What follows belongs to an exercise in optimizing a design on an open flow for small area; a production flow would make more cautious choices. Only simulation tests tie the RTL to the original design; equivalence was not proved. No driver is modelled on the clock port, so clocking that relies on it looks cheaper here than on a real chip. Power figures rest on the tool's default switching activity, not on a simulated workload.

$ cat flow/config.mk
export PLATFORM = sky130hd
export DESIGN_NAME = compressor_decompressor
export DESIGN_NICKNAME = compressor_decompressor
export VERILOG_FILES = /design/flow/design.v
export SDC_FILE = /design/flow/constraint.sdc
export NUM_CORES = 4
export LEC_CHECK = 0
export CAP_MARGIN = 10
export CORE_MARGIN = 2
export CORE_UTILIZATION = 60
export SLEW_MARGIN = 10
$ cat flow/constraint.sdc
create_clock -name core_clock -period 20.0 [get_ports {i_clk}]
set_input_delay 4.0000 -clock core_clock [delete_from_list [all_inputs] [get_ports {i_clk}]]
set_output_delay 4.0000 -clock core_clock [all_outputs]
set_load 0.01 [all_outputs]
$ cat flow/design.v
module compressor_decompressor #(
 parameter WIDTH                 = 64,
 parameter DICT_ENTRY            = 16,
 parameter DICT_WORD             = 32,
 parameter WORD                  = 32,
 parameter CACHE_LINE            = 128,
 parameter TOTAL_WIDTH           = 136,
 parameter TOTAL_BITS_COMPRESSED = 34,
 parameter WORD2_LENGTH          = 6,
 parameter TOTAL_LENGTH          = 7,
 parameter DICT_WORD2            = 16,
 parameter OUT_SHIFT_BIT         = 7,
 parameter INPUT_LENGTH          = 9,
 parameter I_WORD                = 196,
 parameter LENGTH_CODE           = 2,
 parameter REMAIN_LENGTH         = 8
) (
 input  logic i_clk,
 input  logic i_reset,
 input  logic i_update_d,
 input  logic i_decompressor_en,
 input  logic i_compressor_en,
 input  logic i_compressed_flag,
 input  logic [WIDTH - 1:0]       i_word_c,
 input  logic [CACHE_LINE - 1 : 0] i_word_d,
 output logic [CACHE_LINE - 1 : 0] o_compressed_word,
 output logic [CACHE_LINE - 1 : 0] o_decompressed_word,
 output logic                      o_compressed_flag,
 output logic                      o_finish_c_flag
);
function automatic [1:0] match_class(input logic [31:0] a, input logic [31:0] b);
  logic [3:0] v;
  for (int k = 0; k < 4; k++) v[k] = (a[8*k +: 8] == b[8*k +: 8]);
  case (v)
    4'b1111: match_class = 2'd3;
    4'b1110: match_class = 2'd2;
    4'b1100: match_class = 2'd1;
    default: match_class = 2'd0;
  endcase
endfunction
function automatic [5:0] clen(input logic [2:0] e);
  case (e)
    3'b000: clen = 6'd2;
    3'b001: clen = 6'd6;
    3'b010: clen = 6'd12;
    3'b011: clen = 6'd16;
    3'b100: clen = 6'd24;
    3'b101: clen = 6'd34;
    default: clen = 6'd0;
  endcase
endfunction
function automatic [2:0] cenc(input logic z, input logic ms, input logic [1:0] t);
  if (!ms) begin
    case (t)
      2'd0: cenc = 3'b101;
      2'd1: cenc = 3'b100;
      2'd2: cenc = 3'b011;
      default: cenc = 3'b001;
    endcase
  end else if (!z) begin
    cenc = (t == 2'd3) ? 3'b001 : 3'b010;
  end else begin
    case (t)
      2'd2: cenc = 3'b010;
      2'd3: cenc = 3'b111;
      default: cenc = 3'b000;
    endcase
  end
endfunction
function automatic [33:0] ccode(input logic [2:0] e, input logic [3:0] idx, input logic [31:0] w);
  case (e)
    3'b001: ccode = {28'd0, idx, 2'b10};
    3'b010: ccode = {22'd0, w[7:0], 4'b0111};
    3'b011: ccode = {18'd0, w[7:0], idx, 4'b1011};
    3'b100: ccode = {10'd0, w[15:0], idx, 4'b0011};
    3'b101: ccode = {w, 2'b01};
    default: ccode = 34'd0;
  endcase
endfunction
function automatic [5:0] dlen(input logic [1:0] c, input logic [1:0] cb);
  case (c)
    2'b00: dlen = 6'd2;
    2'b01: dlen = 6'd34;
    2'b10: dlen = 6'd6;
    default:
      case (cb)
        2'b00: dlen = 6'd24;
        2'b01: dlen = 6'd12;
        2'b10: dlen = 6'd16;
        default: dlen = 6'd32;
      endcase
  endcase
endfunction
logic [31:0] bank1 [0:7];
logic [31:0] bank2 [0:7];
logic [2:0]  ptr1, ptr2;
logic [31:0] dict [0:15];
always_comb
  for (int k = 0; k < 8; k++) begin
    dict[2*k]   = bank1[k];
    dict[2*k+1] = bank2[k];
  end
logic wr, wr2, wr3, wr4;               
logic [31:0] dw1, dw2;                 
logic [31:0] cw1_in, cw2_in;
assign cw1_in = i_word_c[31:0];
assign cw2_in = i_word_c[63:32];
logic [15:0] f1_3, f1_2, f1_1, f2_3, f2_2, f2_1;
always_comb
  for (int e = 0; e < 16; e++) begin
    f1_3[e] = (match_class(cw1_in, dict[e]) == 2'd3);
    f1_2[e] = (match_class(cw1_in, dict[e]) == 2'd2);
    f1_1[e] = (match_class(cw1_in, dict[e]) == 2'd1);
    f2_3[e] = (match_class(cw2_in, dict[e]) == 2'd3);
    f2_2[e] = (match_class(cw2_in, dict[e]) == 2'd2);
    f2_1[e] = (match_class(cw2_in, dict[e]) == 2'd1);
  end
logic [1:0]  t1, pv2;
logic [3:0]  loc1, ploc2;
logic [15:0] sel1, sel2;
always_comb begin
  t1   = (|f1_3) ? 2'd3 : (|f1_2) ? 2'd2 : (|f1_1) ? 2'd1 : 2'd0;
  sel1 = (|f1_3) ? f1_3 : (|f1_2) ? f1_2 : f1_1;
  pv2  = (|f2_3) ? 2'd3 : (|f2_2) ? 2'd2 : (|f2_1) ? 2'd1 : 2'd0;
  sel2 = (|f2_3) ? f2_3 : (|f2_2) ? f2_2 : f2_1;
  loc1 = 4'd0;
  for (int e = 15; e >= 0; e--) if (sel1[e]) loc1 = e;
  ploc2 = 4'd0;
  for (int e = 15; e >= 0; e--) if (sel2[e]) ploc2 = e;
end
logic       z1, z2, ms1, ms2;
logic [1:0] fv2, t2;
logic [3:0] loc2;
always_comb begin
  z1  = ~|cw1_in;
  z2  = ~|cw2_in;
  ms1 = ~|cw1_in[31:8];
  ms2 = ~|cw2_in[31:8];
  fv2 = match_class(cw2_in, cw1_in);
  if (fv2 >= pv2) begin
    t2   = fv2;
    loc2 = 4'd0;
  end else begin
    t2   = pv2;
    loc2 = ploc2;
  end
  if (fv2 == 2'd3 && ms1) t2 = 2'd0;
  wr  = i_reset & (t1 == 2'd0) & ~ms1;
  wr2 = i_reset & (t2 == 2'd0) & ~ms2;
end
logic [2:0]  e1_s1, e2_s1;
logic [67:0] p_s1;
always_comb begin
  e1_s1 = cenc(z1, ms1, t1);
  e2_s1 = cenc(z2, ms2, t2);
  p_s1  = {34'd0, ccode(e1_s1, loc1, cw1_in)} |
          ({34'd0, ccode(e2_s1, loc2, cw2_in)} << clen(e1_s1));
end
logic [2:0]  e1_s2, e2_s2;
logic [67:0] p_s2;
always_ff @(posedge i_clk, negedge i_reset) begin
  if (~i_reset) begin
    e1_s2 <= 3'b001;
    e2_s2 <= 3'b001;
    p_s2  <= 68'h82;
  end else begin
    e1_s2 <= e1_s1;
    e2_s2 <= e2_s1;
    p_s2  <= p_s1;
  end
end
logic [6:0] tl2;
assign tl2 = clen(e1_s2) + clen(e2_s2);
logic [7:1] st, s64;
logic       pf2, opf, full, fin;
logic [7:0] st8, s648, nst, ns64, s64_nx, st_nx;
logic       pfn, store2, stop2;
always_comb begin
  st8  = {st, 1'b0};
  s648 = {s64, 1'b0};
  nst  = st8 + tl2;
  pfn  = 1'b0;
  if (tl2 >= 7'd64) begin
    if (st8 <= 8'd60) begin
      ns64 = nst;
      pfn  = 1'b1;
    end else ns64 = s648 + tl2;
  end else if (pf2) ns64 = s648 - 8'd64 + tl2;
  else ns64 = s648 + tl2;
  store2 = s648 >= 8'd64;
  stop2  = ~full & (nst > 8'd128);
  if (store2) begin
    if (pf2 & ~stop2) s64_nx = s648 - 8'd64 + tl2;
    else s64_nx = {1'b0, tl2};
  end else s64_nx = ns64;
  if (full) st_nx = {1'b0, tl2};
  else if (stop2) st_nx = 8'd0;
  else st_nx = nst;
end
logic [67:0] p_s3;
logic [6:1]  tl3;
logic [7:1]  sh3;
logic        push3, stop3, fin3;
always_ff @(posedge i_clk, negedge i_reset) begin
  if (~i_reset) begin
    st    <= '0;
    s64   <= '0;
    p_s3  <= '0;
    push3 <= 1'b0;
    fin3  <= 1'b0;
  end else begin
    st    <= st_nx[7:1];
    s64   <= s64_nx[7:1];
    p_s3  <= p_s2;
    push3 <= opf;
    fin3  <= fin;
  end
end
always_ff @(posedge i_clk) begin
  pf2   <= pfn;
  opf   <= pf2;
  full  <= (nst == 8'd128);
  fin   <= full | stop2;
  tl3   <= tl2[6:1];
  sh3   <= s64;
  stop3 <= stop2;
end
logic [127:0] ra1, ra2, bk;
logic [63:0]  bk1;
logic         tog, bk_cnt;
logic         store3;
logic [127:0] ra1_nx;
logic [63:0]  b3hi;
assign store3 = sh3[7] | sh3[6];
assign ra1_nx = (ra1 << {tl3, 1'b0}) | {60'd0, p_s3};
logic [127:0] b3;
assign b3     = ra1 << {sh3[6:1], 1'b0};
assign b3hi   = b3[127:64];
always_ff @(posedge i_clk, negedge i_reset) begin
  if (~i_reset) begin
    ra1 <= '0;
    ra2 <= '0;
    tog <= 1'b0;
  end else begin
    ra1 <= ra1_nx;
    if (store3) begin
      tog <= ~tog;
      if (push3) ra2 <= ra1;
      else if (!tog) ra2[63:0] <= b3hi;
      else ra2[127:64] <= b3hi;
    end
  end
end
always_ff @(posedge i_clk, negedge i_reset) begin
  if (~i_reset) begin
    bk1    <= '0;
    bk     <= '0;
    bk_cnt <= 1'b0;
  end else if (i_compressor_en) begin
    bk1    <= i_word_c;
    bk_cnt <= ~bk_cnt;
    if (bk_cnt) bk[63:0] <= bk1;
    else bk[127:64] <= bk1;
  end
end
assign o_compressed_word = stop3 ? bk : ra2;
assign o_compressed_flag = ~stop3;
assign o_finish_c_flag   = fin3;
logic [193:0] sreg, areg;    
logic [7:1]   rl;
logic         crl;
logic         cf, den;
assign cf  = i_compressed_flag;
assign den = i_decompressor_en;
logic [1:0]  fc, fcb, sc, scb;
logic [3:0]  idx1, idx2;
logic [5:0]  l1, l2;
logic [6:0]  tl;
logic [7:0]  ss;
logic [33:0] aw2;
always_comb begin
  fc   = sreg[1:0];
  fcb  = (cf & (&sreg[1:0])) ? sreg[3:2] : 2'b00;
  idx1 = (cf & (&sreg[1:0])) ? sreg[7:4] : sreg[5:2];
  l1   = den ? dlen(fc, fcb) : 6'd0;
  ss   = cf ? 8'(sreg >> l1) : 8'd0;
  sc   = ss[1:0];
  scb  = (&ss[1:0]) ? ss[3:2] : 2'b00;
  idx2 = (&ss[1:0]) ? ss[7:4] : ss[5:2];
  l2   = den ? dlen(sc, scb) : 6'd0;
  tl   = cf ? ({1'b0, l1} + {1'b0, l2}) : 7'd0;
  aw2  = 34'(areg >> l1);
  wr3  = i_reset & (&fc) & (fcb != 2'b01);
  wr4  = i_reset & (&sc) & (scb != 2'b01);
end
function automatic [31:0] ddec(input logic [1:0] c, input logic [1:0] cb,
                               input logic [33:0] w, input logic [31:0] d);
  case (c)
    2'b00: ddec = 32'd0;
    2'b01: ddec = w[33:2];
    2'b10: ddec = d;
    default:
      case (cb)
        2'b00: ddec = {d[31:16], w[23:8]};
        2'b01: ddec = {24'd0, w[11:4]};
        2'b10: ddec = {d[31:8], w[15:8]};
        default: ddec = w[31:0];
      endcase
  endcase
endfunction
assign dw1 = ddec(fc, fcb, areg[33:0], dict[idx1]);
assign dw2 = ddec(sc, scb, aw2, dict[idx2]);
logic [193:0] b1a, b1s, b2, mrg;
logic [7:0]   rl8, rln;
always_comb begin
  rl8 = {rl, 1'b0};
  b1a = areg >> tl;
  b1s = sreg >> tl;
  b2  = cf ? ({66'd0, i_word_d} << (crl ? rl8[6:0] : 7'd0)) : 194'd0;
  mrg = (i_update_d | crl) ? (b2 | b1a) : b1a;
  if (!cf) rln = 8'd0;
  else if (crl) rln = den ? (rl8 - {1'b0, tl} + 8'd128) : 8'd0;
  else rln = rl8 - {1'b0, tl};
end
always_ff @(posedge i_clk, negedge i_reset) begin
  if (~i_reset) begin
    areg <= '0;
    rl   <= '0;
    crl  <= 1'b0;
  end else begin
    areg <= mrg;
    rl   <= rln[7:1];
    crl  <= rln < 8'd68;
  end
end
always_ff @(posedge i_clk)
  sreg <= (cf & i_reset) ? (crl ? mrg : b1s) : 194'd0;
logic [127:0] stg, dout;
logic         wc;
always_ff @(posedge i_clk, negedge i_reset) begin
  if (~i_reset) begin
    wc         <= 1'b0;
    stg[63:0]  <= '0;
  end else begin
    wc         <= ~wc;
    stg[63:0]  <= {dw2, dw1};
  end
end
always_ff @(posedge i_clk)
  stg[127:64] <= stg[63:0];
always_ff @(posedge i_clk)
  if (~wc) dout <= stg;
assign o_decompressed_word = cf ? dout : i_word_d;
logic        we1;
logic [31:0] wd1, wd2;
always_comb begin
  we1 = wr | (~wr2 & (wr3 | wr4));
  wd1 = ~i_reset ? 32'd0 : wr ? cw1_in : wr3 ? dw1 : dw2;
  wd2 = ~i_reset ? 32'd0 : cw2_in;
end
always_ff @(posedge i_clk, negedge i_reset) begin
  if (~i_reset) begin
    ptr1 <= '0;
    ptr2 <= '0;
  end else begin
    if (wr | wr3) ptr1 <= ptr1 + 3'd1;
    if (wr2 | wr4) ptr2 <= ptr2 + 3'd1;
  end
end
always_ff @(posedge i_clk)
  for (int k = 0; k < 8; k++) begin
    if (~i_reset | (we1 & (ptr1 == k))) bank1[k] <= wd1;
    if (~i_reset | (wr2 & (ptr2 == k))) bank2[k] <= wd2;
  end
endmodule
$ cat flow/flow/run.sh
#!/bin/bash
# Layout flow: the standard flow (standard.sh: floorplan, power grid and
# tap cells as standard) with
#  - the standard synthesis but an area-oriented ABC script (flow/area.abc) (flow/synth.tcl),
#  - buf_1 port buffers instead of the default port buffer cell,
#  - CTS with clkbuf_8 buffers, larger sink clusters and no dummy loads,
#  - a power-recovery (downsizing) pass after CTS on paths with slack.
# Each tool's output stays in the ORFS logs standard.sh writes; this
# script's own output goes to run_flow.log.
exec > run_flow.log 2>&1
export AREA_ABC_SCRIPT="$PWD/flow/area.abc"
export BUFFER_PORTS_ARGS="-buffer_cell sky130_fd_sc_hd__buf_1"
export CTS_ARGS="-sink_clustering_enable -repair_clock_nets -dont_use_dummy_load -buf_list sky130_fd_sc_hd__clkbuf_8 -sink_clustering_size 20 -sink_clustering_max_diameter 80"
export POST_CTS_TCL="$PWD/flow/post_cts.tcl"
# standard.sh with its synthesis script swapped for flow/synth.tcl
sed "s#SYNTH_SCRIPT=[^ ]*#SYNTH_SCRIPT=$PWD/flow/synth.tcl#" standard.sh > standard_area_synth.sh
grep -q "SYNTH_SCRIPT=$PWD/flow/synth.tcl" standard_area_synth.sh || exit 1
bash standard_area_synth.sh finish
$ cat flow/flow/area.abc
strash
&get -n
&fraig -x
&put
dc2
strash
&get -n
&st
&syn2
&dch -f
&nf -p -R 1000
&st
&syn2
&dch -f
&nf -p -R 1000
&st
&syn2
&dch -f
&nf -p -R 1000
&st
&syn2
&dch -f
&nf -p -R 1000
&st
&syn2
&dch -f
&nf -p -R 1000
&st
&syn2
&dch -f
&nf -p -R 1000
&st
&dch -f
&nf -p -R 2000 -F 6 -A 6
&put
$ cat flow/flow/post_cts.tcl
# Downsize cells on paths with positive setup slack, then re-legalize.
estimate_parasitics -placement
repair_timing -recover_power 100 -verbose
detailed_placement
check_placement -verbose
$ cat flow/flow/synth.tcl
# The standard flow's synthesis script (synth_recipe.tcl) with one change: ORFS's abc call
# uses the area-oriented script flow/area.abc instead of ORFS's speed script.
# Everything else (yosys synth -nofsm -noshare, flip-flop mapping, flatten,
# renaming) is the standard synthesis, so the registers are the same.
proc synth {args} { yosys synth -nofsm -noshare {*}$args }
proc abc {args} {
  set i [lsearch -exact $args -script]
  if {$i >= 0} { lset args [expr {$i + 1}] $::env(AREA_ABC_SCRIPT) }
  yosys abc {*}$args
}
source $::env(SCRIPTS_DIR)/synth.tcl
# left out here: clear keep_hierarchy, flatten, clean up, hide names made inside functions, write 1_2_yosys.v
$ cat flow/standard.sh
#!/bin/bash
# synth_recipe.tcl (not shown) runs the flow's synth.tcl, then flattens the netlist and writes it again
# the make line also repeats each setting of config.mk as NAME=value (left out here)
make -C /OpenROAD-flow-scripts/flow DESIGN_CONFIG=/design/flow/config.mk WORK_HOME=/design/flow/orfs CLKGATE_MAP_FILE= SYNTH_SCRIPT=/design/flow/synth_recipe.tcl "${@:-finish}"
==> results.yml, run 1 <==
placement:
  gp_congestion: 1.31
  numPortBuffers: 455
  dp.cells: 17200
  dp_hpwl_mm: 511
floorplanning:
  die_w_um: 459
  die_y_um: 459
  rows: 167
  io_pins: 456
  start_util: 0.602
grt:
  grt_max_degree: 164
  grt_pass1_vias: 130000
  grt_overflow: 1
  grt_usage: 0.661
  grt_pass1_wl_mm: 991
outcome:
  failed_stage: "global routing"
  status: "aborted with a tool error"
  error: "[ERROR GRT-0116] Global routing finished with congestion. Check the congestion regions in the DRC Viewer."
yosys:
  synth_nets: 13900
  yosys_warnings: 4
  synth.top_cells.by_area: "dfrtp_1 (18%), edfxtp_1 (15%), mux2i_1 (13%), mux2_1 (5.2%), nand2_1 (5.1%)"
  synth_edf_count: 640
  synth_top_cell_area_share: 0.177
  synth_area_leader_cell: "dfrtp_1"
  ys_seq_area_frac: 0.376
  synth_cell_type_count: 71
  synth_area_per_cell_um2: 9.11
  async_reset_ff_frac: 0.490
  netlist_instances: 13600
  ys_ff_latch: 1797
  synth_area_um2: 124000
  ys.flop_type: "dfrtp_1"
clock_tree:
  clock-sinks: 1797
power by group through the flow:
stage	logic (mW)	clock network (mW)	registers [mW]
floorplan	5.48	0	5.56
global placement	8.55	0	6.14
detailed placement	8.65	0	6.17
cell families after synthesis:
logic type	count (synthesis)	share of synthesized area
compound gates	4238	0.218
fa+ha+maj	58	0.00644
buf+inv	199	0.00601
simple gates	4225	0.144
xor+xnor	883	0.0622
flops	1797	0.376
mux	2239	0.187
synthesized netlist by cell type, types with 13 or more instances:
cell and count:
a22o_1 106, a31oi_1 94, dfrtp_1 877, nor2b_1 44, a22oi_1 354, or3_1 54
a211oi_1 116, mux2_1 573, nand2b_1 53, nor4_1 137, o21a_1 51, clkinv_1 199
o31ai_1 29, a21o_1 110, nor2_1 1614, o22a_1 35, xnor2_1 470, mux2i_1 1656
nand4_1 172, o221ai_1 149, nor3_1 119, o22ai_1 263, o2bb2ai_1 17, o21ai_0 1082
edfxtp_1 640, a222oi_1 186, a2111oi_0 13, xor2_1 413, a21oi_1 1182, ha_1 48
nand2_1 1694, a221oi_1 187, o211ai_1 59, a21boi_0 27, nand3_1 142, o32ai_1 20
dfxtp_1 276, and2_0 75, and3_1 62, o21bai_1 35, or2_0 23, a221o_1 41
per-layer routing:
metal | overflow | global-route usage
met5 | 0 | 0.205
met4 | 1 | 0.549
met3 | 0 | 0.482
met2 | 0 | 0.814
met1 | 0 | 0.730
metrics by stage:
stage                     worst slack (ps)  cell area [µm²]
after detailed placement              6700           133000
after global placement                6880           133000
after floorplan                      -2210           125000
how the worst min path moves through the flow:
stage	startpoint	to	slack [ps]	cells after the start
after floorplan	fin	fin3	320	0
after global placement	opf	push3	320	0
after detailed placement	opf	push3	320	0
==> inputs of run 2 (changes only) <==
--- a/flow/design.v
+++ b/flow/design.v
@@ -108,12 +108,19 @@
 logic [15:0] f1_3, f1_2, f1_1, f2_3, f2_2, f2_1;
 always_comb
   for (int e = 0; e < 16; e++) begin
-    f1_3[e] = (match_class(cw1_in, dict[e]) == 2'd3);
-    f1_2[e] = (match_class(cw1_in, dict[e]) == 2'd2);
-    f1_1[e] = (match_class(cw1_in, dict[e]) == 2'd1);
-    f2_3[e] = (match_class(cw2_in, dict[e]) == 2'd3);
-    f2_2[e] = (match_class(cw2_in, dict[e]) == 2'd2);
-    f2_1[e] = (match_class(cw2_in, dict[e]) == 2'd1);
+    logic h1, m1, l1e, h2, m2, l2e;
+    h1  = (cw1_in[31:16] == dict[e][31:16]);
+    m1  = (cw1_in[15:8]  == dict[e][15:8]);
+    l1e = (cw1_in[7:0]   == dict[e][7:0]);
+    h2  = (cw2_in[31:16] == dict[e][31:16]);
+    m2  = (cw2_in[15:8]  == dict[e][15:8]);
+    l2e = (cw2_in[7:0]   == dict[e][7:0]);
+    f1_3[e] = h1 & m1 & l1e;
+    f1_2[e] = h1 & m1 & ~l1e;
+    f1_1[e] = h1 & ~m1 & ~l1e;
+    f2_3[e] = h2 & m2 & l2e;
+    f2_2[e] = h2 & m2 & ~l2e;
+    f2_1[e] = h2 & ~m2 & ~l2e;
   end
 logic [1:0]  t1, pv2;
 logic [3:0]  loc1, ploc2;
@@ -243,12 +250,9 @@
     tog <= 1'b0;
   end else begin
     ra1 <= ra1_nx;
-    if (store3) begin
-      tog <= ~tog;
-      if (push3) ra2 <= ra1;
-      else if (!tog) ra2[63:0] <= b3hi;
-      else ra2[127:64] <= b3hi;
-    end
+    if (store3) tog <= ~tog;
+    if (store3 & (push3 | ~tog)) ra2[63:0]   <= push3 ? ra1[63:0]   : b3hi;
+    if (store3 & (push3 | tog))  ra2[127:64] <= push3 ? ra1[127:64] : b3hi;
   end
 end
 always_ff @(posedge i_clk, negedge i_reset) begin
@@ -308,16 +312,25 @@
       endcase
   endcase
 endfunction
-assign dw1 = ddec(fc, fcb, areg[33:0], dict[idx1]);
-assign dw2 = ddec(sc, scb, aw2, dict[idx2]);
+logic [31:0] dsel1, dsel2;
+always_comb begin
+  dsel1 = 32'd0;
+  dsel2 = 32'd0;
+  for (int e = 0; e < 16; e++) begin
+    dsel1 = dsel1 | ({32{idx1 == e}} & dict[e]);
+    dsel2 = dsel2 | ({32{idx2 == e}} & dict[e]);
+  end
+end
+assign dw1 = ddec(fc, fcb, areg[33:0], dsel1);
+assign dw2 = ddec(sc, scb, aw2, dsel2);
 logic [193:0] b1a, b1s, b2, mrg;
 logic [7:0]   rl8, rln;
 always_comb begin
   rl8 = {rl, 1'b0};
   b1a = areg >> tl;
   b1s = sreg >> tl;
-  b2  = cf ? ({66'd0, i_word_d} << (crl ? rl8[6:0] : 7'd0)) : 194'd0;
-  mrg = (i_update_d | crl) ? (b2 | b1a) : b1a;
+  b2  = {66'd0, (cf & (i_update_d | crl)) ? i_word_d : 128'd0} << (crl ? rl8[6:0] : 7'd0);
+  mrg = b2 | b1a;
   if (!cf) rln = 8'd0;
   else if (crl) rln = den ? (rl8 - {1'b0, tl} + 8'd128) : 8'd0;
   else rln = rl8 - {1'b0, tl};
==> flow/flow/run.sh (replaced) <==
#!/bin/bash
# Layout flow: the standard flow (standard.sh: floorplan, power grid and
# tap cells as standard) with
#  - the standard synthesis but an area-oriented ABC script (flow/area.abc) (flow/synth.tcl),
#  - buf_1 port buffers instead of the default port buffer cell,
#  - CTS with clkbuf_8 buffers in small sink clusters and no dummy loads,
#  - a power-recovery (downsizing) pass after CTS on paths with slack.
# Each tool's output stays in the ORFS logs standard.sh writes; this
# script's own output goes to run_flow.log.
exec > run_flow.log 2>&1
export AREA_ABC_SCRIPT="$PWD/flow/area.abc"
export BUFFER_PORTS_ARGS="-buffer_cell sky130_fd_sc_hd__buf_1"
export CTS_ARGS="-sink_clustering_enable -repair_clock_nets -dont_use_dummy_load -buf_list sky130_fd_sc_hd__clkbuf_8 -sink_clustering_size 10 -sink_clustering_max_diameter 40"
export POST_CTS_TCL="$PWD/flow/post_cts.tcl"
# standard.sh with its synthesis script swapped for flow/synth.tcl
sed "s#SYNTH_SCRIPT=[^ ]*#SYNTH_SCRIPT=$PWD/flow/synth.tcl#" standard.sh > standard_area_synth.sh
grep -q "SYNTH_SCRIPT=$PWD/flow/synth.tcl" standard_area_synth.sh || exit 1
bash standard_area_synth.sh finish
--- a/flow/config.mk
+++ b/flow/config.mk
@@ -5,7 +5,7 @@
 export SDC_FILE = /design/flow/constraint.sdc
 export NUM_CORES = 4
 export LEC_CHECK = 0
-export CAP_MARGIN = 10
+export CAP_MARGIN = 20
 export CORE_MARGIN = 2
-export CORE_UTILIZATION = 60
-export SLEW_MARGIN = 10
+export CORE_UTILIZATION = 45
+export SLEW_MARGIN = 20
==> run 2 against run 1 <==
  * Synthesized area fell by 0.51%
  * Synthesized cell count rose by 0.19%
  * The run now finishes clean
==> results.yml, run 2 <==
timing:
  hold_violations: 0
  worstMarginPinSlew_ps: 1410
  rsz0062_at_grt: "no"
  slew_headroom: 0.0625
  drv_slew: 0
  max_freq_mhz: 71.1
  min_period_ps: 14060
  fin_crit_sh: 0.703
  clock_skew_ps: 129
  setup_viol: 0
outcome:
  status: "complete, no violations"
critical_path:
  worst-r2r-setup-slack_ps: 8750
  cpPeakStageDelay_ps: 890
  cp_max_fo: 69
  crit_slowest_cell: "buf_4"
  end_kind: "register"
  critPathKind: "in -> reg"
  worst_ep_arrival_time_ps: 14990
  worstSetupStartpointType: "primary input"
  path_common_cell: "buf_4"
  crit_required_ps: 20930
final_layout:
  final_area_um2: 140000
  largest_registers: "bank1 (256), bank2 (256)"
  final_util: 0.512
  final_common_cell: "nand2_1"
  area_growth_pct: 13.2
  drive_above_1_share: 0.0686
  nNetsFinal: 15200
  final_cell_mix: "nand2_1 (1756), nor2_1 (1500), mux2i_1 (1418)"
  fillCellCount: 26300
  fin_cells: 18600
clock_tree:
  cts_tree: "built"
  path_clk_slew_ps: 60
  clock-sinks: 1797
  clk_latency_ps: 1150
grt:
  grt_pass1_wl_mm: 1030
  busiest_layer: "met2"
  grt_usage: 0.528
  grt_overflow: 0
  gr-usage-met1: 0.667
  grt.met3_usage: 0.268
  grt_max_degree: 159
  use_met2: 0.692
  grt_pass1_vias: 125000
  antenna_found_initial: 78
run:
  max-cap-violations: 0
placement:
  dp.cells: 18100
  dp_hpwl_mm: 562
  gp_congestion: 1.14
  placed_area_um2: 134000
  numPortBuffers: 455
yosys:
  netlist_instances: 13700
  synth_area_um2: 124000
  synth_cell_type_count: 63
  async_reset_ff_frac: 0.490
  synth_area_per_cell_um2: 9.05
  ys_ff_latch: 1797
  synth_edf_count: 640
  synth_commonest_cells: "nand2_1 (1781), nor2_1 (1555), mux2i_1 (1420)"
  synth_nets: 13900
  ys.flop_type: "dfrtp_1"
  ys_seq_area_frac: 0.378
  synth_top_cell_area_share: 0.177
  yosys_warnings: 4
  yosysMostFrequentCell: "nand2_1"
  synth.top_cells.by_area: "dfrtp_1 (18%), edfxtp_1 (16%), mux2i_1 (11%), nand2_1 (5.4%), mux2_1 (5.3%)"
  synth_area_leader_cell: "dfrtp_1"
floorplanning:
  io_pins: 456
  dieArea_um2: 279000
  die_y_um: 528
  die_w_um: 528
  core-area_um2: 274000
  rows: 192
  start_util: 0.452
hold_path:
  hold_class: "reg -> reg"
drt:
  via_count: 137000
  dr.pass1.iters: 17
  routedWlPerCell_um: 41.3
  ant_nets: 0
  vias_per_cell: 7.35
  drt_iter0_markers: 25500
  totalWireLength_mm: 769
  drc: 0
power_and_ir_drop:
  ir_worst_vdd_v: 0.000129
  p_per_area_nw_per_um2: 135
  p_leak_nw: 56.7
==> run 2: worst paths after layout <==
path / from / end / cells past startpoint
max: i_compressed_flag / sreg[26] / 25
min: opf / push3 / 0
max reg2reg: sreg[0] / sreg[26] / 27
min reg2reg: opf / push3 / 0
max in group asynchronous: i_reset / areg[180] / 7
min in group asynchronous: i_reset / bk1[37] / 2
==> run 2: layout make-up <==
type	count	area, µm²	area share
diodes	63	158	0.00113
well taps	3589	4490	0.0321
clock buffers	330	4540	0.0324
multi-input cells	11700	77000	0.550
flip-flops and latches	1797	46800	0.334
repair buffers	940	6270	0.0447
inverters	193	767	0.00548
==> run 2: worst max-delay path: cells and delay by family <==
family,cells,cell delay [ps]
compound gates,6,2130
fa+ha+maj,1,530
buf+inv,6,3820
mux,3,550
simple gates,9,3810
==> run 2: power breakdown <==
group / internal [mW] / switching, mW / total (mW)
sequential: 4.86 / 1.56 / 6.41
clock: 1.44 / 1.54 / 2.98
combinational: 2.87 / 6.58 / 9.45
total: 9.16 / 9.68 / 18.8
==> run 2: per-layer routing <==
layer | vias to the layer above | wire length, µm
met5 | - | 1040
met4 | 58 | 64000
met3 | 3177 | 130000
met2 | 12600 | 289000
met1 | 66000 | 285000
li1 | 54800 | -
==> run 2: through the flow <==
step                      worst slack, ps  setup TNS (ps)  power (mW)  hold slack [ps]
after global routing                 5750               0        19.2              323
after detailed placement             6310               0        15.1              322
after global placement               6430               0        15.1              314
final                                5940               0        18.8              309
after floorplan                     -4900        -1652620        10.9              316
==> run 2: logic make-up after synthesis <==
kind of cell / Yosys count / share of synthesized area
AO/OA/AOI/OAI: 4383 / 0.226
AND/OR/NAND/NOR: 4304 / 0.147
multiplexers: 2020 / 0.171
flip-flops: 1797 / 0.378
XOR/XNOR: 910 / 0.0644
buffers and inverters: 193 / 0.00586
adder cells (fa/ha/maj): 58 / 0.00647

-- port drivers added, routing unchanged --
The flow's constraints put no driver on any port. The routed layout listed below was extracted and timed again, unchanged, in two steps.
Step 1 assumes that a clkbuf_16 drives the clock port and a buf_2 every other input.
Step 2 times the ports against the registers' clock, not the clock port: input delays grow and output delays shrink by t, the midpoint of the rising clock arrivals with the driver on.
Slacks: no drivers / after step 1 / after step 2; pairs: no drivers / after step 1.
run: run 2
shift t [ns]: 1.191
slack for setup (ns): 5.941 / 6.021 / 4.830
worst setup path at the end: input to register
worst data-port slew with drivers (ns): 0.16
After both steps run 2 still meets setup and hold. For run 2, drivers alone change the setup slack by +0.080 ns; drivers and shift together by -1.111 ns.
